Source: an optimization exercise on an open RTL-to-GDS flow (aim: small area). Production flows keep margins and buffers that such runs may drop.
The RTL was checked by simulation tests, not by an equivalence proof against the original design.
Power figures rest on the tool's default switching activity, not on a simulated workload.

JK:
==> flow/design.v <==
module myname(M,dotout,selout,clk,rst);
input clk;
input rst;
output wire [3:0] M;
output wire [15:0] dotout;
output reg [3:0] selout;
assign M=4'b0110;
reg [8:0] cnt;
reg [3:0] d;
wire [3:0] sel = selout;
wire [3:0] dn;
wire wrap = ~cnt[0] & ~cnt[1] & ~cnt[2] & ~cnt[4] & ~cnt[5] & ~cnt[6] & ~cnt[7];
always @(posedge clk) begin
  if(rst) begin selout<=4'd0; cnt<=9'd256; d<=4'd10; end
  else begin
    selout<=selout+4'd1;
    cnt<={cnt[7], cnt[6], cnt[5], cnt[4]^wrap, cnt[3], cnt[2], cnt[1], cnt[0]^wrap, cnt[8]^cnt[4]};
    if(wrap) d<=dn;
  end
end
wire n29, n30, n31, n32, n33, n34, n35, n36, n37, n38, n39, n40, n41, n42, n43, n44, n45, n46, n48, n49, n50, n51, n52, n53, n54, n55, n56, n57, n58, n59, n60, n61, n62, n63, n64, n65, n66, n67, n68, n69, n70, n71, n72, n73, n74, n75, n76, n77, n78, n79, n80, n81, n82, n83, n84, n85, n86, n87, n88, n89, n90, n91, n92, n93, n94, n95, n96, n97, n98, n99, n100, n101, n102, n103, n104, n105, n106, n107, n108, n109, n110, n111, n112, n113, n114, n115, n116, n117, n118, n119, n120, n121, n122, n123, n124, n125, n126, n127, n128, n129, n130, n132, n133, n134, n135, n136, n138, n139, n140, n141, n142, n143, n144, n145, n146, n147, n148, n149, n150, n151, n152, n153, n154, n155, n156, n157, n158, n159, n160, n161, n162, n165, n166, n167, n168, n169, n170, n171, n172, n174, n176, n178, n180, n181, n184, n185, n186, n187, n188, n190, n191, n192, n193, n194, n196, n198, n199, n201, n202, n203;
assign n29 = ~sel[0];
assign n30 = ~sel[1];
assign n31 = ~sel[2];
assign n32 = ~sel[3];
assign n33 = ~d[0];
assign n34 = ~d[1];
assign n35 = ~d[2];
assign n36 = ~d[3];
assign n37 = ~d[1] & ~d[3];
assign n38 = ~n37;
assign n39 = ~n35 & ~n38;
assign n40 = ~n39;
assign n41 = ~n33 | ~n39;
assign n42 = ~n30 & ~sel[2];
assign n43 = ~n42;
assign n44 = ~sel[0] & ~n32;
assign n45 = ~n44;
assign n46 = ~n42 | ~n45;
assign dotout[1] = ~n41 & ~n46;
assign n48 = ~n29 & ~sel[3];
assign n49 = ~n44 & ~n48;
assign n50 = ~n49;
assign n51 = ~n41 & ~n50;
assign n52 = ~n30 | ~sel[2];
assign n53 = ~sel[3] & ~n52;
assign n54 = ~n29 | ~n53;
assign n55 = ~n30 & ~n32;
assign n56 = ~n55;
assign n57 = ~n54 | ~n43 | ~n56;
assign n58 = ~n51 | ~n57;
assign n59 = ~d[1] | ~n36;
assign n60 = ~sel[2] & ~sel[3];
assign n61 = ~n60;
assign n62 = ~n29 & ~sel[1];
assign n63 = ~n62;
assign n64 = ~n63 | (~sel[0] & ~n30);
assign n65 = ~n31 & ~n32;
assign n66 = ~n65;
assign n67 = (~n60 | ~n64) & (~n62 | ~n65);
assign n68 = ~n59 & ~n67;
assign n69 = ~n33 & ~d[2];
assign n70 = ~n69;
assign n71 = ~n30 & ~n31;
assign n72 = ~n71;
assign n73 = ~n37 | (~n35 & ~n72);
assign n74 = ~n29 & ~n30;
assign n75 = ~n60 | ~n74;
assign n76 = ~n75;
assign n77 = ~d[0] | ~n66;
assign n78 = ~n75 | ~n77;
assign n79 = ~n73 & ~n78;
assign n80 = ~d[1] & ~n36;
assign n81 = ~n80;
assign n82 = ~n79 & (~n31 | ~n56 | ~n80);
assign n83 = ~n29 & (~n66 | ~n70);
assign n84 = ~sel[0] & ~n31;
assign n85 = ~n84;
assign n86 = ~sel[1] & (~n61 | ~n85);
assign n87 = n82 | n83 | n86;
assign n88 = n87 & (n63 | n66 | n70);
assign n89 = ~d[3] & ~n88;
assign n90 = ~sel[1] & ~sel[2];
assign n91 = ~n72 | (~sel[1] & ~sel[2]);
assign n92 = ~n34 & ~n91;
assign n93 = ~n88 | (~d[3] & ~n92);
assign n94 = ~n43 | (~n55 & ~n60);
assign n95 = ~n50 & ~n94;
assign n96 = ~n70 & ~n95;
assign n97 = ~n93 | ~n96;
assign n98 = (~n59 & ~n67) | (~n89 & ~n97);
assign n99 = ~n46 | (~n45 & ~n52);
assign n100 = ~n90 | (~n29 & ~n32);
assign n101 = n100 & d[0] & n35;
assign n102 = ~n57 & ~n85;
assign n103 = n101 & (n72 | n102);
assign n104 = ~n99 & ~n103;
assign n105 = ~n59 & ~n104;
assign n106 = n53 | n69 | n84;
assign n107 = ~n105 & (~n80 | ~n94 | ~n106);
assign n108 = ~n69 & ~sel[0] & ~n107;
assign n109 = ~n108;
assign n110 = ~sel[0] | ~d[2];
assign n111 = ~n32 & ~n90;
assign n112 = ~sel[0] & ~n35;
assign n113 = ~n110 & ~n111;
assign n114 = ~n113 & (~n111 | ~n112);
assign n115 = ~n95 & ~d[0] & ~n73;
assign n116 = ~n98 & ~n108 & (~n114 | ~n115);
assign n117 = ~n116 | ~n94 | ~d[1] | ~n36;
assign n118 = ~n32 & n99;
assign n119 = ~n80 | ~n118;
assign n120 = ~n32 & ~d[0];
assign n121 = ~n61 & ~n74;
assign n122 = ~n54 | (~n77 & ~n121);
assign n123 = ~n122 & (~n71 | ~n120 | ~n29);
assign n124 = ~d[1] & ~d[2];
assign n125 = n119 & n117 & (n70 | n81 | n123);
assign n126 = ~n58 | ~n125;
assign n127 = ~n32 & ~d[2];
assign n128 = ~n76 & ~n102;
assign n129 = (~n32 & ~d[2] & ~n100) | (~n33 & ~n128);
assign n130 = ~n98 & ~n108 & ~n129 & (~sel[1] | ~n126);
assign dotout[13] = ~n38 & ~n130;
assign n132 = (~n63 & ~dotout[13]) | (~n62 & ~n89);
assign n133 = ~n132 & (~n58 | ~n125 | ~sel[1]);
assign n134 = ~n133;
assign n135 = ~n49 & ~n64;
assign n136 = ~n135;
assign dotout[6] = ~n116 | (~n81 & ~n136);
assign n138 = n87 | n29 | sel[3];
assign n139 = ~d[0] | ~n37;
assign n140 = ~d[0] & ~d[3];
assign n141 = ~n140;
assign n142 = ~n140 & ~n43 & ~n69;
assign n143 = ~d[2] & ~n141;
assign n144 = ~n143;
assign n145 = ~n72 & ~n144;
assign n146 = ~n142 & ~n145 & (~sel[2] | ~d[3] | ~n69);
assign n147 = ~n146 & ~sel[3] & ~d[1];
assign n148 = ~n118 & ~n135;
assign n149 = ~n65 | ~n74;
assign n150 = ~d[2] & ~n139 & ~n149;
assign n151 = ~n150;
assign n152 = ~n151 | ~n119 | (~n33 & ~n40 & ~n148);
assign n153 = ~n152 & (~n139 | ~n147);
assign n154 = ~n138 & ~n153;
assign n155 = ~n154 & (~n138 | ~n153);
assign n156 = ~n155 & ~n133 & (~n69 | ~n80 | ~dotout[6]);
assign n157 = ~sel[2] | ~n37;
assign n158 = ~sel[1] | ~n157 | n156 | ~n48;
assign n159 = ~n104 | (~n36 & ~n56);
assign n160 = ~n159 | (~n36 & ~n104);
assign n161 = ~n144 & ~d[1] & ~n91;
assign n162 = ~n68 & ~n161 & (~d[1] | ~n96 | ~n160);
assign dotout[7] = ~n88 | ~n162 | ~n158 | (~n32 & ~n109);
assign dotout[5] = ~n107 | ~n134 | (~n40 & ~n123);
assign n165 = ~dotout[7] | ~dotout[5];
assign n166 = ~n165;
assign n167 = n121 & (n51 | n101);
assign n168 = ~n81 & ~n43 & ~n69;
assign n169 = ~n85 & ~n139;
assign n170 = ~n136 | (~n168 & ~n169);
assign n171 = n112 | sel[1] | n120;
assign n172 = ~n170 | (~n157 & ~n171);
assign dotout[9] = n166 | n98 | n167 | n172;
assign n174 = (d[2] | dotout[9]) & (d[0] | n127);
assign dotout[2] = n37 & n149 & (n126 | n174);
assign n176 = n57 | ~n70;
assign dotout[3] = ~n134 | (~n139 & ~n149) | (~n117 & ~n176);
assign n178 = ~n126 & ~n133 & (~n55 | ~n169);
assign dotout[4] = ~n178;
assign n180 = ~n82 & n123;
assign n181 = (~n162 & ~n180) | (~n41 & ~n171);
assign dotout[8] = n150 | n181 | n166 | (n29 & n168);
assign dotout[10] = ~n156 | (~n59 & ~n104);
assign n184 = n132 & (n36 | n91);
assign n185 = ~n31 | ~d[0] | ~n39;
assign n186 = ~n185 & n64;
assign n187 = ~n52 & ~n110;
assign n188 = ~n186 & ~n147 & (~n33 | ~n39 | ~n187);
assign dotout[11] = ~n117 | ~n188 | (~n178 & ~n184);
assign n190 = ~n36 | ~n74;
assign n191 = ~n176 & (~n125 | ~n190);
assign n192 = ~n40 & ~n87;
assign n193 = ~n41 & ~sel[0] & ~n30;
assign n194 = ~n133 & ~n191 & ~n192 & ~n193;
assign dotout[12] = ~n194 | (~n64 & ~n185);
assign n196 = ~dotout[7] & ~n187;
assign dotout[14] = (~n41 & ~n46) | (~n139 & ~n196);
assign n198 = ~n165 | (~sel[0] & ~n178);
assign n199 = ~n198 | (~sel[0] & ~n178 & ~n165);
assign dotout[15] = ~n151 | (~n40 & ~n199);
assign n201 = ~n35 & ~n140;
assign n202 = ~n37 & (~d[0] | ~n80);
assign n203 = ~n201 | ~n202;
assign dn[0] = n203 & (n201 | n202);
assign dn[1] = ~n144 | (~n81 & ~n203) | (~n34 & ~n70);
assign dn[2] = ~n201 & (~d[1] | ~n143) & (~d[0] | ~d[3]);
assign dn[3] = (~n33 & ~n81) | (~n124 & ~n141);
assign dotout[0] = 1'b0;
endmodule
export LEC_CHECK = 0
export ABC_AREA = 1
export CAP_MARGIN = 20
export CORE_MARGIN = 2
export CORE_UTILIZATION = 40
export CTS_BUF_LIST = sky130_fd_sc_hd__clkbuf_4
export GPL_TIMING_DRIVEN = 0
export SLEW_MARGIN = 20
create_clock -name core_clock -period 5.0 [get_ports {clk}]
standard.sh (not shown) runs the stock make flow with config.mk's settings and CLKGATE_MAP_FILE= SYNTH_SCRIPT=/design/flow/synth_recipe.tcl, a recipe that flattens the netlist after the stock synthesis.
==> flow/flow/run.sh <==
#!/bin/bash
# Own layout flow: the standard synthesis, then its combinational logic re-mapped
# with flow/abc.script (registers, their names and cell types unchanged), then
# the standard ORFS flow with single-size port buffers.
set -euo pipefail
HERE=$(pwd)
FLOWDIR=$HERE/flow
RES=$HERE/orfs/results/sky130hd/myname/base
LIB=$FLOW_HOME/platforms/sky130hd/lib/sky130_fd_sc_hd__tt_025C_1v80.lib
# the platform's don't-use cells (platforms/sky130hd/config.mk)
DONT_USE="sky130_fd_sc_hd__lpflow_bleeder_1 sky130_fd_sc_hd__lpflow_clkbufkapwr_1 sky130_fd_sc_hd__lpflow_clkbufkapwr_16 sky130_fd_sc_hd__lpflow_clkbufkapwr_2 sky130_fd_sc_hd__lpflow_clkbufkapwr_4 sky130_fd_sc_hd__lpflow_clkbufkapwr_8 sky130_fd_sc_hd__lpflow_clkinvkapwr_1 sky130_fd_sc_hd__lpflow_clkinvkapwr_16 sky130_fd_sc_hd__lpflow_clkinvkapwr_2 sky130_fd_sc_hd__lpflow_clkinvkapwr_4 sky130_fd_sc_hd__lpflow_clkinvkapwr_8 sky130_fd_sc_hd__lpflow_decapkapwr_12 sky130_fd_sc_hd__lpflow_decapkapwr_3 sky130_fd_sc_hd__lpflow_decapkapwr_4 sky130_fd_sc_hd__lpflow_decapkapwr_6 sky130_fd_sc_hd__lpflow_decapkapwr_8 sky130_fd_sc_hd__lpflow_inputiso0n_1 sky130_fd_sc_hd__lpflow_inputiso0p_1 sky130_fd_sc_hd__lpflow_inputiso1n_1 sky130_fd_sc_hd__lpflow_inputiso1p_1 sky130_fd_sc_hd__lpflow_inputisolatch_1 sky130_fd_sc_hd__lpflow_isobufsrc_1 sky130_fd_sc_hd__lpflow_isobufsrc_16 sky130_fd_sc_hd__lpflow_isobufsrc_2 sky130_fd_sc_hd__lpflow_isobufsrc_4 sky130_fd_sc_hd__lpflow_isobufsrc_8 sky130_fd_sc_hd__lpflow_isobufsrckapwr_16 sky130_fd_sc_hd__lpflow_lsbuf_lh_hl_isowell_tap_1 sky130_fd_sc_hd__lpflow_lsbuf_lh_hl_isowell_tap_2 sky130_fd_sc_hd__lpflow_lsbuf_lh_hl_isowell_tap_4 sky130_fd_sc_hd__lpflow_lsbuf_lh_isowell_4 sky130_fd_sc_hd__lpflow_lsbuf_lh_isowell_tap_1 sky130_fd_sc_hd__lpflow_lsbuf_lh_isowell_tap_2 sky130_fd_sc_hd__lpflow_lsbuf_lh_isowell_tap_4 sky130_fd_sc_hd__probe_p_8 sky130_fd_sc_hd__probec_p_8"
DU_ARGS=$(for c in $DONT_USE; do printf -- "-dont_use %s " $c; done)
EXTRA=()
[[ -f $FLOWDIR/make_args.txt ]] && mapfile -t EXTRA < <(grep -v '^#' $FLOWDIR/make_args.txt | grep .)
bash standard.sh synth > standard_synth.log 2>&1
if [[ -f $FLOWDIR/abc.script ]]; then
  cp $RES/1_2_yosys.v $HERE/std_1_2_yosys.v
  cat > remap.ys <<EOT
read_liberty -overwrite -ignore_miss_func -setattr liberty_cell $LIB
blackbox sky130_fd_sc_hd__dfxtp_1 sky130_fd_sc_hd__dfxtp_2 sky130_fd_sc_hd__dfxtp_4
read_verilog $HERE/std_1_2_yosys.v
hierarchy -top myname
flatten
rename -hide w:*.*
opt_clean -purge
delete A:liberty_cell
read_liberty -lib $LIB
abc -script $FLOWDIR/abc.script -liberty $LIB $DU_ARGS
opt_clean -purge
hilomap -singleton -hicell sky130_fd_sc_hd__conb_1 HI -locell sky130_fd_sc_hd__conb_1 LO
stat -liberty $LIB
check -assert
write_verilog -noattr -nohex -nodec $RES/1_2_yosys.v
EOT
  yosys -l remap.log remap.ys > /dev/null 2>&1
  rm -f $RES/1_synth.odb $RES/1_synth.sdc
fi
bash standard.sh "${EXTRA[@]}" finish > standard_finish.log 2>&1
==> flow/flow/abc.script <==
strash; dch; map -B 0.9; mfs2; strash; dch; map -B 0.9
Other scripts of this flow, unchanged in this note and not shown: flow/flow/make_args.txt
JK was carried through to the last stage, and its layout satisfied the timing, design-rule and antenna checks.
What MS does differently from JK at the input level:
==> flow/flow/abc.script <==
strash; dch; map -B 0.9; mfs2; strash; dch; map -B 0.9; mfs2; strash; dch; map -B 0.9
Findings:
No stage failed in JK, and the final checks on the layout all came back clean. MS completed every stage of the flow, and the final layout passed the timing, design-rule and antenna checks. Post-route minimum period: MS and JK compared, lower one is JK. Relative to JK, critical path depth has gone down in MS. MS vs JK — first-iteration DRC count rose 7. Relative to JK, portion of total power attributed to the clock network decreased by 0.3 points in MS. dotout[15] as the endpoint of the worst setup timing path was reported by JK, and dotout[11] by MS.
#### Input delta (AL over MS)
- swapping 40 for 50 in CORE_UTILIZATION
==> flow/flow/abc.script <==
strash; dch; map -B 0.9; mfs2; strash; dch; map -B 0.9
[summary]
In the reports for AL and MS, the larger area after synthesis belongs to AL.
Diff MS -> AL | final critical-path share of the clock period | decrease of 1.3 points
The wire length of the first global-routing pass in AL was lower than what MS gave.

[port drivers added, routing unchanged]
How much do the figures lean on ideal ports? The routed layouts below were timed once more, with nothing changed but the port constraints.
Step 1, drivers: a clkbuf_16 drives clk and a buf_2 each remaining input, both assumed.
Step 2, shift: input delay + t, output delay - t, t = (earliest + latest rising clock arrival at the registers) / 2. This alone moves slack from input paths to output paths.
Slacks: ideal / step 1 / step 2; pairs: ideal / step 1.
run | t (ns) | setup WS [ns] | hold WS [ns] | latest minus earliest clock arrival (ns) | worst slew at a driven data input, ns
JK | 0.299 | 0.686 / 0.666 / 0.966 | 0.405 / 0.405 / 0.405 | 0.018 / 0.019 | 0.03
MS | 0.299 | 0.511 / 0.490 / 0.789 | 0.386 / 0.386 / 0.386 | 0.027 / 0.026 | 0.03
AL | 0.299 | 0.577 / 0.557 / 0.857 | 0.400 / 0.400 / 0.400 | 0.001 / 0.001 | 0.03
After both steps setup and hold are still met in every run listed.
